This is an optimization exercise on Yosys and OpenROAD, whose aim is small area and a short achievable clock period, not a production implementation.
For this run, only the layout was checked, not whether the RTL still works.

===== config.mk =====
export PLATFORM = sky130hd
export DESIGN_NAME = cordic_top
export DESIGN_NICKNAME = cordic_top
export VERILOG_FILES = /design/flow/design.v
export SDC_FILE = /design/flow/constraint.sdc
export NUM_CORES = 4
export LEC_CHECK = 0
export CAP_MARGIN = 20
export CORE_MARGIN = 2
export CORE_UTILIZATION = 45
export SLEW_MARGIN = 20

===== design.v =====
module CORDIC_pipelined #(parameter int LENGTH = 8, parameter logic signed[15:0] GAIN = 16'sd9949, parameter logic [16*LENGTH-1:0] ATAN_LUT = '0)(
    input clk,
    input logic signed[15:0] angle,
    output logic signed[15:0] sin, cos
);
logic signed[15:0] angle_diff_regs[LENGTH:0];
logic signed[15:0] x_regs[LENGTH:0];
logic signed[15:0] y_regs[LENGTH:0];
assign cos = x_regs[LENGTH];
assign sin = y_regs[LENGTH];
always_ff @(posedge clk) begin
    x_regs[0] <= GAIN;
    y_regs[0] <= '0;
    angle_diff_regs[0] <= ~angle + 1;  
    for (int i = 0; i < LENGTH; i++) begin
        if (angle_diff_regs[i] < 0) begin
            angle_diff_regs[i+1] <= angle_diff_regs[i] + $signed(ATAN_LUT[16*i +: 16]);
            x_regs[i+1] <= x_regs[i] - (y_regs[i] >>> i);
            y_regs[i+1] <= y_regs[i] + (x_regs[i] >>> i);
        end
        else begin
            angle_diff_regs[i+1] <= angle_diff_regs[i] - $signed(ATAN_LUT[16*i +: 16]);
            x_regs[i+1] <= x_regs[i] + (y_regs[i] >>> i);
            y_regs[i+1] <= y_regs[i] - (x_regs[i] >>> i);
        end
    end
end
endmodule
module cordic_top (
    input  logic clk,
    input  logic signed[15:0] angle,
    output logic signed[15:0] sin, cos
);
    localparam int LENGTH = 8;
    localparam logic [16*LENGTH-1:0] ATAN_LUT = {
        16'sd127,    
        16'sd255,    
        16'sd511,    
        16'sd1022,   
        16'sd2037,   
        16'sd4013,   
        16'sd7596,   
        16'sd12867   
    };
    localparam logic signed[15:0] GAIN = 16'sd9949;
    CORDIC_pipelined #(.GAIN(GAIN), .LENGTH(LENGTH), .ATAN_LUT(ATAN_LUT)) dut_basic(
        .clk(clk),
        .angle(angle),
        .sin(sin),
        .cos(cos)
    );
endmodule

===== run.sh =====
#!/bin/bash
# synth_recipe.tcl (not shown) runs the flow's synth.tcl, then flattens the netlist and writes it again
# the make line also repeats each setting of config.mk as NAME=value (left out here)
make -C /OpenROAD-flow-scripts/flow DESIGN_CONFIG=/design/flow/config.mk WORK_HOME=/design/flow/orfs CLKGATE_MAP_FILE= SYNTH_SCRIPT=/design/flow/synth_recipe.tcl finish

===== constraint.sdc =====
create_clock -name core_clock -period 3.3 [get_ports {clk}]
set_input_delay 0.6600 -clock core_clock [delete_from_list [all_inputs] [get_ports {clk}]]
set_output_delay 0.6600 -clock core_clock [all_outputs]
set_load 0.01 [all_outputs]

==> run summary <==
-- metal layers --
metal	vias to the layer above	part of all wire, %	track usage, %
met2	240	53	37.7
met4	0	4.4	8.99
li1	8712	-	-
met5	-	0	0
met1	7577	40	19.4
met3	112	2.5	2.56
-- metrics by stage --
step | util [%] | instance area (µm²)
6_report | 52.0 | 24800
5_1_grt | 52.0 | 24800
4_1_cts | 51.8 | 24700
3_5_place_dp | 49.0 | 23400
3_3_place_gp | 49.0 | 23400
2_1_floorplan | - | 21700
-- logic make-up (layout without fill, tap and decap cells) --
logic type	Yosys count	in the layout	synth area share [%]
other cells	1	1	0.0173
mux	21	21	1.05
buf+inv	145	301	2.52
xor+xnor	359	359	14.5
simple gates	561	561	12.6
compound gates	632	632	18.6
fa+ha+maj	336	336	20.1
flops	332	332	30.6
-- sequential cells by signal, summed over array words and instances, names as in the netlist --
name,count
dut_basic.angle_diff_regs,113
dut_basic.y_regs,112
dut_basic.x_regs,107
-- synthesized netlist by cell type, types with 23 or more instances --
cell        n
nand3_1    23
a21o_1     87
a31oi_1    26
a21oi_1   235
nand2_1    94
nand2b_1   37
o21bai_1   26
xnor2_1   245
xor2_1    113
nor2b_1    29
nor3_1     74
a211oi_1   24
ha_1      315
nor2_1    217
o21a_1     56
o21ai_0    79
dfxtp_1   332
inv_1     118
-- layout make-up --
type                       instances  area (µm²)  share of cell area (%)
multi-input combinational       1910       14600                    58.9
sequential                       332        6650                    26.8
clock buffer                      56        1150                    4.64
timing repair buffer             111         978                    3.95
tap                              615         769                    3.10
inverter                         118         443                    1.79
clock inverter                    16         199                   0.802
-- worst paths after layout --
path                                                        end                            start  cells after the start
worst max-delay path                    dut_basic.y_regs[5][14]           dut_basic.x_regs[4][4]                     12
worst min-delay path            dut_basic.angle_diff_regs[2][1]  dut_basic.angle_diff_regs[1][1]                      0
worst max register to register          dut_basic.y_regs[5][14]           dut_basic.x_regs[4][4]                     12
worst min register to register  dut_basic.angle_diff_regs[2][1]  dut_basic.angle_diff_regs[1][1]                      0
-- worst max-delay path: stages (launching register included) --
cell and delay (ps):
dfxtp_1 330, inv_1 50, ha_1 270, mux2_2 300, fa_1 460, a211oi_1 250
o21bai_1 140, a31oi_2 370, o22ai_1 200, nor4_2 240, o41ai_1 140, a21oi_1 180
xnor2_1 130
-- repair_timing --
| item | CTS | global route |
|---|---|---|
| resized for setup | 0 | 18 |
| buffers inserted | 0 | 2 |
| endpoints found under the hold margin | 0 | 0 |
| endpoints found under the setup margin | 0 | 15 |
==> results.yml <==
setup_path:
  cp_data_required_time_ps: 3800
  worstPathArrival_ps: 3630
  rrSetupSlack_ps: 170
  crit_type: "flop to flop"
  worst_setup_path_start_kind: "flop"
  critPathCaptureType: "flop"
  crit_fanout: 3
placed_design:
  io_buffers: 48
  dp_slack_ps: 40.2
  dp.cells: 3084
  place_congestion: 0.894
  hpwl_um: 38700
global_routing:
  overflow: 0
  grt_usage_pct: 19.0
  antenna_found_initial: 0
  grt_start_max_net_pins: 30
  grt_pass1_vias: 16700
  grt_pass1_wl_um: 78200
timing:
  finalCritPeriodShare_pct: 94.9
  fin_crit_ps: 3130
  finalSetupViolCount: 0
  clock.fmax_mhz: 319
  worst_pin_slew_ps: 623
  rsz0062_at_grt: "no"
  final_hold_viol_count: 0
  slew_viol_final: 0
  worst_slack_ps: 168
  fin_hold_ws_ps: 327
  slew_headroom_pct: 58.1
  fin_skew_ps: 11.0
  finalSetupTns_ps: 0
synth:
  ys_seq_area_share_pct: 30.6
  async_reset_ff_share_pct: 0
  syn_inst: 2387
  synth_largest_area_cell: "dfxtp_1"
  synth_nets: 2740
  synth.distinct_cells: 77
  yosys_warnings: 4
  synthTopCellsByArea: "dfxtp_1, ha_1, xnor2_1, a21oi_1, xor2_1"
  syn_area_um2: 21700
  syn_area_per_cell_um2: 9.10
  ys_ff_latch: 332
  ys.flop_type: "dfxtp_1"
  synth_edf_count: 0
  synth_top_cell_area_share_pct: 30.6
worst_hold_path:
  hp-class: "flop to flop"
routing:
  wirelength_um: 47300
  drtPass1Iterations: 5
  via_count: 16600
  initialDrtViolationCount: 563
  ant_nets: 0
  routed_via_density: 5.27
  route.detailed.drc: 0
  wl_per_cell_um: 15.0
clocking:
  cts_buffer_depth: 3
  insertion_delay_ps: 570
  cts.clk_slew.worst_paths_ps: 50
  htreeDepth: 2
  cts_tree: "built"
  cts_buffers: 40
  cts_sinks: 332
  hold_buffers: 0
  root_buffer: "clkbuf_16"
finish:
  num-fill-cells: 4427
  syn_to_final_growth_pct: 14.1
  fin_cells: 3158
  final_cell_mix: "dfxtp_1, ha_1, xnor2_1"
  final_common_cell: "dfxtp_1"
  antenna_cells: 0
  drive_gt1_share_pct: 7.67
  finalNetCount: 2866
floorplanning:
  initial_core_util_pct: 45.6
  die_w_um: 224
  core_area_um2: 47600
  fp.dieH_um: 224
  dieArea_um2: 50000
  row_count: 80
  pin_count: 49
run:
  maxCapViolCount: 0
outcome:
  status: "no timing/DRC/antenna violations"

-- static timing again, ports no longer ideal --
How much do the figures lean on ideal ports? The routed layout below was timed once more, with nothing changed but the port constraints.
Step 1 sets driving cells, clkbuf_16 on the clock port and buf_2 on the other inputs (assumed; they add their load-dependent delay and slew).
Step 2 moves the port delays by t, midway between the first and last clock arrival at a register: inputs arrive t later, outputs are due t later. That takes back most of the time a late clock gives input paths.
a / b / c = ideal / step 1 / step 2; a / b = the first two.
t (ns): 0.621
slack for setup (ns): 0.168 / 0.168 / 0.168
latest minus earliest clock arrival (ns): 0.018 / 0.018
After both steps this run still meets setup and hold. The setup slack of this run moves by 0.000 ns with the drivers and by 0.000 ns with both steps.
